What follows belongs to an exercise in optimizing a design on an open flow for small area; a production flow would make more cautious choices. Only simulation tests tie the RTL to the original design; equivalence was not proved. Power and IR drop assume default switching activity.

## flow/design.v (module list and top-level ports; edited modules follow where they fit)
// module ConvFA: 4 lines
// module ConvP1: 3 lines
// module ConvNand: 3 lines
// module ConvNor: 3 lines
// module ConvXor: 3 lines
// module ConvXnor: 3 lines
// module Conv: 989 lines
module Conv(input clock, input reset,
  input [1:0] io_mask_0,
  input [1:0] io_mask_1,
  input [1:0] io_mask_2,
  input [1:0] io_mask_3,
  input [1:0] io_mask_4,
  input [1:0] io_mask_5,
  input [1:0] io_mask_6,
  input [1:0] io_mask_7,
  input [1:0] io_mask_8,
  input [1:0] io_mask_9,
  input [1:0] io_mask_10,
  input [1:0] io_mask_11,
  input [1:0] io_mask_12,
  input [1:0] io_mask_13,
  input [1:0] io_mask_14,
  input [1:0] io_mask_15,
  input [1:0] io_mask_16,
  input [1:0] io_mask_17,
  input [1:0] io_mask_18,
  input [1:0] io_mask_19,
  input [1:0] io_mask_20,
  input [1:0] io_mask_21,
  input [1:0] io_mask_22,
  input [1:0] io_mask_23,
  input [1:0] io_mask_24,
  input [1:0] io_weights_0,
  input [1:0] io_weights_1,
  input [1:0] io_weights_2,
  input [1:0] io_weights_3,
  input [1:0] io_weights_4,
  input [1:0] io_weights_5,
  input [1:0] io_weights_6,
  input [1:0] io_weights_7,
  input [1:0] io_weights_8,
  output [3:0] io_out_0,
  output [3:0] io_out_1,
  output [3:0] io_out_2,
  output [3:0] io_out_3,
  output [3:0] io_out_4,
  output [3:0] io_out_5,
  output [3:0] io_out_6,
  output [3:0] io_out_7,
  output [3:0] io_out_8,
  output [3:0] io_out_9,
  output [3:0] io_out_10,
  output [3:0] io_out_11,
  output [3:0] io_out_12,
  output [3:0] io_out_13,
  output [3:0] io_out_14,
  output [3:0] io_out_15,
  output [3:0] io_out_16,
  output [3:0] io_out_17,
  output [3:0] io_out_18,
  output [3:0] io_out_19,
  output [3:0] io_out_20,
  output [3:0] io_out_21,
  output [3:0] io_out_22,
  output [3:0] io_out_23,
  output [3:0] io_out_24
);
  // ...
==> flow/flow/run.sh <==
#!/bin/bash
# The standard layout with three changes: ports are buffered with the smallest buffer
# (buf_1); the clock tree is built from clkbuf_8 without dummy loads; and the constant-0
# outputs share the one tie cell synthesis made instead of getting a tie cell each.
# make's full output goes to standard_make.log here; ORFS keeps each step's log in orfs/logs.
set -euo pipefail
bash standard.sh \
  "BUFFER_PORTS_ARGS=-buffer_cell sky130_fd_sc_hd__buf_1" \
  "CTS_ARGS=-sink_clustering_enable -repair_clock_nets -buf_list sky130_fd_sc_hd__clkbuf_8 -dont_use_dummy_load" \
  SKIP_REPAIR_TIE_FANOUT=1 \
  finish > standard_make.log 2>&1
==> flow/standard.sh <==
#!/bin/bash
# synth_recipe.tcl (not shown) runs the flow's synth.tcl, then flattens the netlist and writes it again
# the make line also repeats each setting of config.mk as NAME=value (left out here)
make -C /OpenROAD-flow-scripts/flow DESIGN_CONFIG=/design/flow/config.mk WORK_HOME=/design/flow/orfs CLKGATE_MAP_FILE= SYNTH_SCRIPT=/design/flow/synth_recipe.tcl "${@:-finish}"
==> flow/config.mk <==
export PLATFORM = sky130hd
export DESIGN_NAME = Conv
export DESIGN_NICKNAME = Conv
export VERILOG_FILES = /design/flow/design.v
export SDC_FILE = /design/flow/constraint.sdc
export NUM_CORES = 4
export LEC_CHECK = 0
export CAP_MARGIN = 20
export CORE_MARGIN = 2
export CORE_UTILIZATION = 40
export SLEW_MARGIN = 20
export SYNTH_HIERARCHICAL = 1
==> flow/constraint.sdc <==
create_clock -name core_clock -period 6.5 [get_ports {clock}]
set_input_delay 1.3000 -clock core_clock [delete_from_list [all_inputs] [get_ports {clock}]]
set_output_delay 1.3000 -clock core_clock [all_outputs]
set_load 0.01 [all_outputs]
==> run_results.csv, run 1 <==
group,metric,value,unit
global_routing,top_usage_layer,"met2",
die,fp.dieW,160.4,microns
sta,finalSetupTns,0,ns
global_routing,grt_max_degree,51,
power_and_ir_drop,max-vdd-ir-drop,0.09615,mV
placement,portBuffers,119,
placement,gp_congestion,0.8489,
finish,drive_above_1_share,0.05197,
cts,clock-root-buffer,"clkbuf_8",
synthesis,synth_compound_area_frac,0.1729,
worst_setup_path,crit_family,"simple AND/OR/NAND/NOR gates",
sta,layout_setup_ws,2.319,ns
worst_setup_path,crit_path_end_kind,"flop",
finish,multiInputGateArea,6395,sq um
sta,post-route-min-period,4.181,ns
worst_setup_path,cp_common_cell,"fa_1",
die,ios,170,
route,routed_wl,31930,microns
outcome,status,"no timing/DRC/antenna violations",
die,taps,324,
power_and_ir_drop,pg_seq,1090,uW
worst_setup_path,rr_worst_depth,7,
sta,drv_slew,0,
cts,cts.reportedPaths.clkPinSlew,0.08,ns
cts,htreeDepth,4,
run,maxCapViolCount,0,
power_and_ir_drop,p_leak,0.003585,uW
sta,fmaxAchievable,0.2392,GHz
worst_setup_path,slowest_delay,0.87,ns
worst_setup_path,cp.required,6.82,ns
synthesis,postSynthAreaPerCell,10.45,sq um
global_routing,overflow,0,
synthesis,synthSimpleGateAreaFrac,0.1031,
finish,final-clk-cell-share,0.02180,
cts,clock_latency,0.46,ns
cts,cts_sinks,152,
power_and_ir_drop,p_per_area,188.4,nW/um^2
route,wl_met3,4053,microns
synthesis,synthAdderAreaFrac,0.1309,
die,rows,57,
synthesis,ys_seq_area_frac,0.3110,
worst_setup_path,timing.rr.end,"res[25]",
worst_setup_path,crit_end,"res[25]",
==> inputs of run 2 (changes only) <==
--- a/flow/design.v
+++ b/flow/design.v
@@ -9,16 +9,28 @@
   assign y = ~(a & b);
 endmodule
 module ConvNor(input a, input b, output y);
   assign y = ~(a | b);
 endmodule
 module ConvXor(input a, input b, output y);
   assign y = a ^ b;
 endmodule
+module ConvAnd2(input a, input b, output y);
+  assign y = a & b;
+endmodule
+module ConvAnd3(input a, input b, input c, output y);
+  assign y = a & b & c;
+endmodule
+module ConvAnd3b(input a, input bn, input c, output y);
+  assign y = a & ~bn & c;
+endmodule
+module ConvNor3(input a, input b, input c, output y);
+  assign y = ~(a | b | c);
+endmodule
 module ConvXnor(input a, input b, output y);
   assign y = ~(a ^ b);
 endmodule
 module Conv(input clock, input reset,
   input [1:0] io_mask_0,
   input [1:0] io_mask_1,
   input [1:0] io_mask_2,
   input [1:0] io_mask_3,
@@ -76,27 +88,54 @@
   output [3:0] io_out_21,
   output [3:0] io_out_22,
   output [3:0] io_out_23,
   output [3:0] io_out_24
 );
   reg [49:0] m1, m2; reg r1, r2; reg [49:0] res;
   wire [49:0] mask = {io_mask_24, io_mask_23, io_mask_22, io_mask_21, io_mask_20, io_mask_19, io_mask_18, io_mask_17, io_mask_16, io_mask_15, io_mask_14, io_mask_13, io_mask_12, io_mask_11, io_mask_10, io_mask_9, io_mask_8, io_mask_7, io_mask_6, io_mask_5, io_mask_4, io_mask_3, io_mask_2, io_mask_1, io_mask_0};
   wire [17:0] w = {io_weights_8, io_weights_7, io_weights_6, io_weights_5, io_weights_4, io_weights_3, io_weights_2, io_weights_1, io_weights_0};
-  wire en = ~(reset | r1 | r2);
+  wire en; ConvNor3 gen (.a(reset), .b(r1), .c(r2), .y(en));
   wire [8:0] g0, d1, d2, d3; wire [24:0] x;
-  assign g0[0] = w[0] & en; assign d1[0] = w[0] & ~w[1] & en; assign d2[0] = ~w[0] & w[1] & en; assign d3[0] = w[0] & w[1] & en;
-  assign g0[1] = w[2] & en; assign d1[1] = w[2] & ~w[3] & en; assign d2[1] = ~w[2] & w[3] & en; assign d3[1] = w[2] & w[3] & en;
-  assign g0[2] = w[4] & en; assign d1[2] = w[4] & ~w[5] & en; assign d2[2] = ~w[4] & w[5] & en; assign d3[2] = w[4] & w[5] & en;
-  assign g0[3] = w[6] & en; assign d1[3] = w[6] & ~w[7] & en; assign d2[3] = ~w[6] & w[7] & en; assign d3[3] = w[6] & w[7] & en;
-  assign g0[4] = w[8] & en; assign d1[4] = w[8] & ~w[9] & en; assign d2[4] = ~w[8] & w[9] & en; assign d3[4] = w[8] & w[9] & en;
-  assign g0[5] = w[10] & en; assign d1[5] = w[10] & ~w[11] & en; assign d2[5] = ~w[10] & w[11] & en; assign d3[5] = w[10] & w[11] & en;
-  assign g0[6] = w[12] & en; assign d1[6] = w[12] & ~w[13] & en; assign d2[6] = ~w[12] & w[13] & en; assign d3[6] = w[12] & w[13] & en;
-  assign g0[7] = w[14] & en; assign d1[7] = w[14] & ~w[15] & en; assign d2[7] = ~w[14] & w[15] & en; assign d3[7] = w[14] & w[15] & en;
-  assign g0[8] = w[16] & en; assign d1[8] = w[16] & ~w[17] & en; assign d2[8] = ~w[16] & w[17] & en; assign d3[8] = w[16] & w[17] & en;
+  ConvAnd2 ga0 (.a(w[0]), .b(en), .y(g0[0]));
+  ConvAnd3b gb0 (.a(w[0]), .bn(w[1]), .c(en), .y(d1[0]));
+  ConvAnd3b gc0 (.a(w[1]), .bn(w[0]), .c(en), .y(d2[0]));
+  ConvAnd3 gd0 (.a(w[0]), .b(w[1]), .c(en), .y(d3[0]));
+  ConvAnd2 ga1 (.a(w[2]), .b(en), .y(g0[1]));
+  ConvAnd3b gb1 (.a(w[2]), .bn(w[3]), .c(en), .y(d1[1]));
+  ConvAnd3b gc1 (.a(w[3]), .bn(w[2]), .c(en), .y(d2[1]));
+  ConvAnd3 gd1 (.a(w[2]), .b(w[3]), .c(en), .y(d3[1]));
+  ConvAnd2 ga2 (.a(w[4]), .b(en), .y(g0[2]));
+  ConvAnd3b gb2 (.a(w[4]), .bn(w[5]), .c(en), .y(d1[2]));
+  ConvAnd3b gc2 (.a(w[5]), .bn(w[4]), .c(en), .y(d2[2]));
+  ConvAnd3 gd2 (.a(w[4]), .b(w[5]), .c(en), .y(d3[2]));
+  ConvAnd2 ga3 (.a(w[6]), .b(en), .y(g0[3]));
+  ConvAnd3b gb3 (.a(w[6]), .bn(w[7]), .c(en), .y(d1[3]));
+  ConvAnd3b gc3 (.a(w[7]), .bn(w[6]), .c(en), .y(d2[3]));
+  ConvAnd3 gd3 (.a(w[6]), .b(w[7]), .c(en), .y(d3[3]));
+  ConvAnd2 ga4 (.a(w[8]), .b(en), .y(g0[4]));
+  ConvAnd3b gb4 (.a(w[8]), .bn(w[9]), .c(en), .y(d1[4]));
+  ConvAnd3b gc4 (.a(w[9]), .bn(w[8]), .c(en), .y(d2[4]));
+  ConvAnd3 gd4 (.a(w[8]), .b(w[9]), .c(en), .y(d3[4]));
+  ConvAnd2 ga5 (.a(w[10]), .b(en), .y(g0[5]));
+  ConvAnd3b gb5 (.a(w[10]), .bn(w[11]), .c(en), .y(d1[5]));
+  ConvAnd3b gc5 (.a(w[11]), .bn(w[10]), .c(en), .y(d2[5]));
+  ConvAnd3 gd5 (.a(w[10]), .b(w[11]), .c(en), .y(d3[5]));
+  ConvAnd2 ga6 (.a(w[12]), .b(en), .y(g0[6]));
+  ConvAnd3b gb6 (.a(w[12]), .bn(w[13]), .c(en), .y(d1[6]));
+  ConvAnd3b gc6 (.a(w[13]), .bn(w[12]), .c(en), .y(d2[6]));
+  ConvAnd3 gd6 (.a(w[12]), .b(w[13]), .c(en), .y(d3[6]));
+  ConvAnd2 ga7 (.a(w[14]), .b(en), .y(g0[7]));
+  ConvAnd3b gb7 (.a(w[14]), .bn(w[15]), .c(en), .y(d1[7]));
+  ConvAnd3b gc7 (.a(w[15]), .bn(w[14]), .c(en), .y(d2[7]));
+  ConvAnd3 gd7 (.a(w[14]), .b(w[15]), .c(en), .y(d3[7]));
+  ConvAnd2 ga8 (.a(w[16]), .b(en), .y(g0[8]));
+  ConvAnd3b gb8 (.a(w[16]), .bn(w[17]), .c(en), .y(d1[8]));
+  ConvAnd3b gc8 (.a(w[17]), .bn(w[16]), .c(en), .y(d2[8]));
+  ConvAnd3 gd8 (.a(w[16]), .b(w[17]), .c(en), .y(d3[8]));
   ConvXor xp0 (.a(m2[0]), .b(m2[1]), .y(x[0]));
   ConvXor xp1 (.a(m2[2]), .b(m2[3]), .y(x[1]));
   ConvXor xp2 (.a(m2[4]), .b(m2[5]), .y(x[2]));
   ConvXor xp3 (.a(m2[6]), .b(m2[7]), .y(x[3]));
   ConvXor xp4 (.a(m2[8]), .b(m2[9]), .y(x[4]));
   ConvXor xp5 (.a(m2[10]), .b(m2[11]), .y(x[5]));
   ConvXor xp6 (.a(m2[12]), .b(m2[13]), .y(x[6]));
   ConvXor xp7 (.a(m2[14]), .b(m2[15]), .y(x[7]));
==> run_results.csv, run 2 <==
group,metric,value,unit
run,maxCapViolCount,0,
route,drt-pass1-iter-count,16,
die,rows,57,
global_routing,overflow,0,
die,die-area,25570,sq um
outcome,status,"no timing/DRC/antenna violations",
cts,htreeDepth,4,
sta,worstMarginPinSlew,1.133,ns
worst_setup_path,ff2ff_setup_slack,3.18,ns
global_routing,grt_max_degree,51,
synthesis,netlist_instances,932,
synthesis,yosysWarnings,7,
sta,rsz0062_at_grt,"false",
cts,clock-root-buffer,"clkbuf_8",
hold_path,min-delay-start,"m1[3]",
cts,postCtsSetupRepairBufs,0,
global_routing,grt_pass1_wl,47580,microns
synthesis,synthSimpleGateAreaFrac,0.1002,
worst_setup_path,crit_path_start_kind,"input pin",
hold_path,hold_path_depth,0,
die,start_util,0.4034,
cts,holdBufCountCts,0,
finish,drive_above_1_share,0.02632,
worst_setup_path,arrival,4.24,ns
global_routing,grt_pass1_vias,8469,
synthesis,yosys-top-cells-count,"xor2_1 (252), a222oi_1 (169), nand2_1 (169)",
sta,drv_slew,0,
synthesis,synth_top_family_by_area,"XOR/XNOR gates",
hold_path,min_to,"m2[3]",
finish,final_common_cell,"xor2_1",
cts,cts_sinks,152,
worst_setup_path,crit-reg2reg-launch,"r1",
worst_setup_path,rr_worst_depth,8,
sta,post-route-min-period,3.919,ns
worst_setup_path,worstSetupPathType,"input pin to flop",
finish,layout_common_cells,"xor2_1 (252), nand2_1 (169), a222oi_1 (169), dfxtp_1 (152), buf_1 (119)",
synthesis,synth_compound_area_frac,0.1740,
placement,dp_hpwl,18480,microns
placement,post_dp_cell_area,10260,sq um
synthesis,ys.flop_type,"dfxtp_1",
die,core,24110,sq um
sta,fmaxAchievable,0.2552,GHz
sta,period_share,0.6029,
sta,setup_viol,0,
cts,cts_tree,"built",
die,chipHeight,159.9,microns
synthesis,yosysTopAreaCell,"dfxtp_1",
synthesis,ys_top_cells_by_area,"dfxtp_1 (31%), xor2_1 (23%), a222oi_1 (17%), fa_1 (13%), nand2_1 (6.5%)",
placement,portBuffers,119,
worst_setup_path,cp.required,6.82,ns
hold_path,min_path_type,"flop to flop",
placement,gp_congestion,0.8345,
cts,clock_latency,0.47,ns
global_routing,grt_usage,0.2408,
route,dr_total_vias,8467,
cts,ctsResizeCount,0,
die,fp.dieW,159.9,microns
synthesis,postSynthAreaPerCell,10.43,sq um
route,wl_per_cell,23.46,microns
route,drc,0,
power_and_ir_drop,p_per_area,191.6,nW/um^2
finish,syn_to_final_growth,7.939,%
synthesis,synth-edff-count,0,
global_routing,antenna_found_initial,0,
route,routed_wl,31670,microns
synthesis,synth_top_area_share,0.3129,
synthesis,synthAdderAreaFrac,0.1318,
cts,ctsLongestPathBuffers,2,
synthesis,async_reset_ff_frac,0,
synthesis,yosysMostFrequentCell,"xor2_1",
sta,finalSetupTns,0,ns
worst_setup_path,crit_path_end_kind,"flop",
finish,final_area,10500,sq um
route,vias_per_cell,6.272,
placement,post-place-ws,2.151,ns
finish,top_regs,"m1 x50, m2 x50, res x50",
route,drtIter0Drc,2196,
die,ios,170,
synthesis,synth-xor-area-share,0.2387,
synthesis,ys_seq_elements,152,
power_and_ir_drop,p_total,2011,uW
finish,fin_nets,1162,
power_and_ir_drop,max-vdd-ir-drop,0.09622,mV
finish,final_core_util,0.4354,
worst_setup_path,timing.rr.end,"res[25]",
sta,fin_worst_skew,0.02593,ns
synthesis,ys_types,14,
route,antenna_left,0,
sta,layout_setup_ws,2.581,ns
synthesis,syn_area,9724,sq um
sta,finalHoldViolCount,0,
cts,cts_buffers,17,
finish,n_antenna_cell,0,
cts,cts.reportedPaths.clkPinSlew,0.09,ns
sta,maxSlewHeadroom,0.2443,
synthesis,ys_seq_area_frac,0.3129,
synthesis,synth.area.mux_share,0,
worst_setup_path,crit_fanout,36,
power_and_ir_drop,p_leak,0.003567,uW
-- run 2: per-module statistics from Yosys, one instance, submodules excluded, a selection --
module / flip-flops and latches / times used
ConvNor: 0 / 16
ConvAnd2: 0 / 9
ConvNand: 0 / 169
ConvP1: 0 / 169
ConvXor: 0 / 252
ConvXnor: 0 / 13
ConvAnd3: 0 / 9
Conv: 152 / 1
-- run 2: kinds of logic after synthesis --
kind of cell,count (synthesis)
buffers and inverters,59
DFF,152
AOI/OAI and AO/OA,169
and+or+nand+nor,222
xor gates and xnor gates,265
other,1
adders and majority gates,64
-- run 2: final cells by class --
class / count / area [sq um]
multi-input combinational: 721 / 6274
timing repair buffer: 127 / 506.7
inverter: 9 / 33.78
clock buffer: 17 / 234.0
fill: 2486 / 13610
sequential: 152 / 3043
tap: 324 / 405.4
-- run 2: per-layer routing --
metal,share of wire,track usage
met3,0.13,0.07351
met2,0.43,0.3640
met1,0.39,0.3123
met5,0,0
met4,0.042,0.1212
-- run 2: worst max path at each step --
stage	startpoint	to	cells after the start
6_report	reset	res[25]	9
5_1_grt	reset	res[25]	9
4_1_cts	reset	res[25]	9
3_5_place_dp	reset	res[25]	9
3_3_place_gp	reset	res[23]	9
2_1_floorplan	reset	res[13]	7
-- run 2: critical path, cell delays in order --
cell     delay, ns
buf_1         0.09
nor3_2        0.14
buf_4         0.27
and2_1        0.89
nand2_1       0.23
fa_1          0.57
fa_1          0.42
xor2_1        0.18
xnor2_1       0.14
-- run 2: where the power goes --
part           switching, uW  total (uW)  internal [uW]
Combinational            242         374            132
Sequential              80.3        1100           1020
Clock                    308         538            230
-- run 2: stage by stage --
stage          hold slack, ns  cells
2_1_floorplan          0.3096    932
3_3_place_gp           0.3116   1333
3_5_place_dp           0.3121   1333
4_1_cts                0.2949   1350
5_1_grt                0.3006   1350
6_report               0.2999   1350
==> inputs of run 3 (changes only) <==
==> flow/run.sh (new file) <==
#!/bin/bash
# synth_recipe.tcl (not shown) runs the flow's synth.tcl, then flattens the netlist and writes it again
# the make line also repeats each setting of config.mk as NAME=value (left out here)
make -C /OpenROAD-flow-scripts/flow DESIGN_CONFIG=/design/flow/config.mk WORK_HOME=/design/flow/orfs CLKGATE_MAP_FILE= SYNTH_SCRIPT=/design/flow/synth_recipe.tcl finish
--- a/flow/config.mk
+++ b/flow/config.mk
@@ -8,5 +8,6 @@
 export CAP_MARGIN = 20
 export CORE_MARGIN = 2
 export CORE_UTILIZATION = 40
+export CTS_BUF_LIST = sky130_fd_sc_hd__clkbuf_8
 export SLEW_MARGIN = 20
 export SYNTH_HIERARCHICAL = 1
removed: flow/flow/run.sh
removed: flow/standard.sh
==> run_results.csv, run 3 <==
group,metric,value,unit
outcome,status,"no timing/DRC/antenna violations",
hold_path,min-delay-start,"m1[17]",
sta,maxSlewHeadroom,0.2157,
sta,setup_viol,0,
route,vias_per_cell,6.077,
finish,instances_no_fill,1410,
worst_setup_path,arrival,5.08,ns
synthesis,synth-edff-count,0,
worst_setup_path,crit_path_end_kind,"flop",
sta,fin_worst_skew,0.01566,ns
global_routing,antenna_found_initial,0,
cts,cts_sinks,152,
route,drtIter0Drc,2551,
global_routing,use_met1,0.3284,
cts,clock-root-buffer,"clkbuf_8",
worst_setup_path,crit-reg2reg-launch,"r1",
worst_setup_path,ff2ff_setup_slack,2.71,ns
power_and_ir_drop,swShare,0.3111,
synthesis,async_reset_ff_frac,0,
route,drt-pass1-iter-count,16,
route,antenna_left,0,
placement,portBuffers,119,
synthesis,synth-xor-area-share,0.2387,
synthesis,synth_compound_area_frac,0.1740,
finish,syn_to_final_growth,18.80,%
cts,cts_buffers,17,
worst_setup_path,worstSetupPathType,"input pin to flop",
global_routing,grt_usage,0.2426,
worst_setup_path,cp.required,6.85,ns
synthesis,ys_seq_elements,152,
global_routing,top_usage_layer,"met2",
finish,final_common_cell,"xor2_1",
worst_setup_path,worstPathCellList,"clkdlybuf4s50_1 > nor3_2 > buf_4 > and2_1 > nand2_1 > fa_1 > fa_1 > xor2_1 > xnor2_1",
synthesis,postSynthAreaPerCell,10.43,sq um
sta,post-route-min-period,4.726,ns
synthesis,synthAdderAreaFrac,0.1318,
synthesis,ys.flop_type,"dfxtp_1",
global_routing,grt_pass1_vias,8139,
power_and_ir_drop,clkPwrFrac,0.319,
sta,finalHoldViolCount,0,
synthesis,syn_area,9724,sq um
synthesis,yosysTopAreaCell,"dfxtp_1",
worst_setup_path,crit_family,"simple AND/OR/NAND/NOR gates",
sta,rsz0062_at_grt,"false",
cts,clock_latency,0.47,ns
power_and_ir_drop,p_comb_frac,0.201,
synthesis,ys_top_cells_by_area,"dfxtp_1 (31%), xor2_1 (23%), a222oi_1 (17%), fa_1 (13%), nand2_1 (6.5%)",
worst_setup_path,slowest_delay,0.92,ns
power_and_ir_drop,p_per_area,198.7,nW/um^2
synthesis,ys_seq_area_frac,0.3129,
die,core,24110,sq um
finish,drive_above_1_share,0.03499,
finish,fin_nets,1207,
synthesis,synth_top_family_by_area,"XOR/XNOR gates",
global_routing,met2_usage,0.3760,
worst_setup_path,path_buf_inv,2,
sta,period_share,0.7270,
die,chipHeight,159.9,microns
die,ios,170,
sta,fmaxAchievable,0.2116,GHz
power_and_ir_drop,max-vdd-ir-drop,0.1377,mV
finish,top_regs,"m1 x50, m2 x50, res x50",
cts,cts.reportedPaths.clkPinSlew,0.09,ns
synthesis,synth_top_area_share,0.3129,
synthesis,netlist_instances,932,
synthesis,yosysWarnings,7,
power_and_ir_drop,p_int,1581,uW
global_routing,overflow,0,
die,start_util,0.4034,
sta,finalSetupTns,0,ns
die,fp.dieW,159.9,microns
global_routing,grt_use_met3,0.05662,
worst_setup_path,crit_slowest_cell,"and2_1",
worst_setup_path,crit_path_start_kind,"input pin",
synthesis,ys_types,14,
sta,worstMarginPinSlew,1.176,ns
synthesis,synthSimpleGateAreaFrac,0.1002,
cts,postCtsSetupRepairBufs,0,
finish,n_antenna_cell,0,
worst_setup_path,rr_worst_depth,8,
route,drc,0,
hold_path,min_path_type,"flop to flop",
sta,drv_slew,0,
synthesis,synth.area.mux_share,0,
cts,ctsLongestPathBuffers,2,
worst_setup_path,timing.rr.end,"res[17]",
worst_setup_path,crit_fanout,20,
power_and_ir_drop,p_leak,0.004092,uW
die,die-area,25570,sq um
placement,gp_congestion,0.8112,
global_routing,grt_max_degree,26,
cts,ctsResizeCount,0,
power_and_ir_drop,switching_power,714.3,uW
placement,dp_hpwl,18350,microns
global_routing,grt_pass1_wl,47420,microns
power_and_ir_drop,seqPwrFrac,0.481,
synthesis,yosysMostFrequentCell,"xor2_1",
cts,holdBufCountCts,0,
run,maxCapViolCount,0,
die,rows,57,
hold_path,min_to,"m2[17]",
hold_path,hold_path_depth,0,
finish,layout_common_cells,"xor2_1 (252), nand2_1 (169), a222oi_1 (169), dfxtp_1 (152), clkdlybuf4s50_1 (119)",
cts,cts_tree,"built",
placement,dp.cells,1378,
synthesis,yosys-top-cells-count,"xor2_1 (252), a222oi_1 (169), nand2_1 (169)",
route,dr_total_vias,8568,
worst_setup_path,cp_common_cell,"fa_1",
route,wl_per_cell,22.91,microns
route,routed_wl,32300,microns
cts,htreeDepth,4,
[run 3: Yosys stat by module (local to each module, per instance), a selection]
module / copies in the design / flip-flops and latches / area [sq um]
ConvNor3: 1 / 0 / 10.01
ConvAnd3: 9 / 0 / 6.256
ConvXor: 252 / 0 / 8.758
ConvAnd3b: 18 / 0 / 8.758
ConvAnd2: 9 / 0 / 6.256
ConvXnor: 13 / 0 / 8.758
[run 3: kinds of logic (layout without fill, tap and decap cells)]
family / Yosys count / count (layout)
compound gates: 169 / 169
xor+xnor: 265 / 265
fa+ha+maj: 64 / 64
buf+inv: 59 / 164
flops: 152 / 152
other cells: 1 / 50
simple gates: 222 / 222
[run 3: through the flow]
step                power (uW)  hold WS, ns  area [sq um]  setup slack (ns)  utilization
floorplan                 1358       0.3096          9908             2.399            -
global placement          1573       0.3118         11160             1.505       0.4629
detailed placement        1576       0.3121         11160             1.376       0.4630
CTS                       2311       0.3177         11550             1.882       0.4791
global route              2389       0.3242         11550             1.552       0.4792
finish                    2296       0.3186         11550             1.774       0.4792
[run 3: final cells by class]
type                       count  area, sq um
timing repair buffer         123         1221
sequential                   152         3043
fill                        2362        12550
tap                          324        405.4
inverter                       9        33.78
multi-input combinational    770         6461
clock buffer                  17        234.0
clock inverter                15        153.9
[run 3: power groups by stage]
stage / Clock (uW) / Sequential, uW / Combinational [uW]
after floorplan: 0 / 1120 / 239
after global placement: 0 / 1120 / 450
after detailed placement: 0 / 1120 / 453
after CTS: 755 / 1100 / 455
after global routing: 786 / 1110 / 490
final: 731 / 1100 / 461
[run 3: per-layer routing]
metal,share of wire,routed length [microns],up-vias
met5,0,0,-
met4,0.034,1095,0
met2,0.44,14310,714
met1,0.39,12660,4068
met3,0.13,4224,94
li1,-,-,3692
[run 3: worst max path at each step]
stage	slack, ns	startpoint	endpoint	depth (start not counted)
2_1_floorplan	2.40	reset	res[13]	7
4_1_cts	1.88	reset	res[17]	9
5_1_grt	1.55	reset	res[17]	9
3_5_place_dp	1.38	reset	res[17]	9
3_3_place_gp	1.51	reset	res[27]	8
6_report	1.77	reset	res[17]	9

## what the ideal ports hide
In the flow no input, the clock included, has a driving cell. The finished layouts below were timed again as built, in two steps.
Step 1 assumes that a clkbuf_16 drives the clock port and a buf_2 every other input.
Step 2, shift: input delay + t, output delay - t, t = (earliest + latest rising clock arrival at the registers) / 2. This alone moves slack from input paths to output paths.
a / b / c = ideal ports / drivers / drivers and shift; a / b = the first two.
| run | t (ns) | setup slack, ns | slew at the worst register clock pin (ns) |
|---|---|---|---|
| run 1 | 0.487 | 2.319 / 2.343 / 1.856 | 0.09 / 0.09 |
| run 2 | 0.492 | 2.581 / 2.602 / 2.109 | 0.09 / 0.09 |
| run 3 | 0.506 | 1.774 / 1.793 / 1.288 | 0.09 / 0.09 |
After both steps setup and hold are still met in every run listed. The setup slack of run 3, which loses most, moves by +0.019 ns with the drivers and by -0.486 ns with both steps.
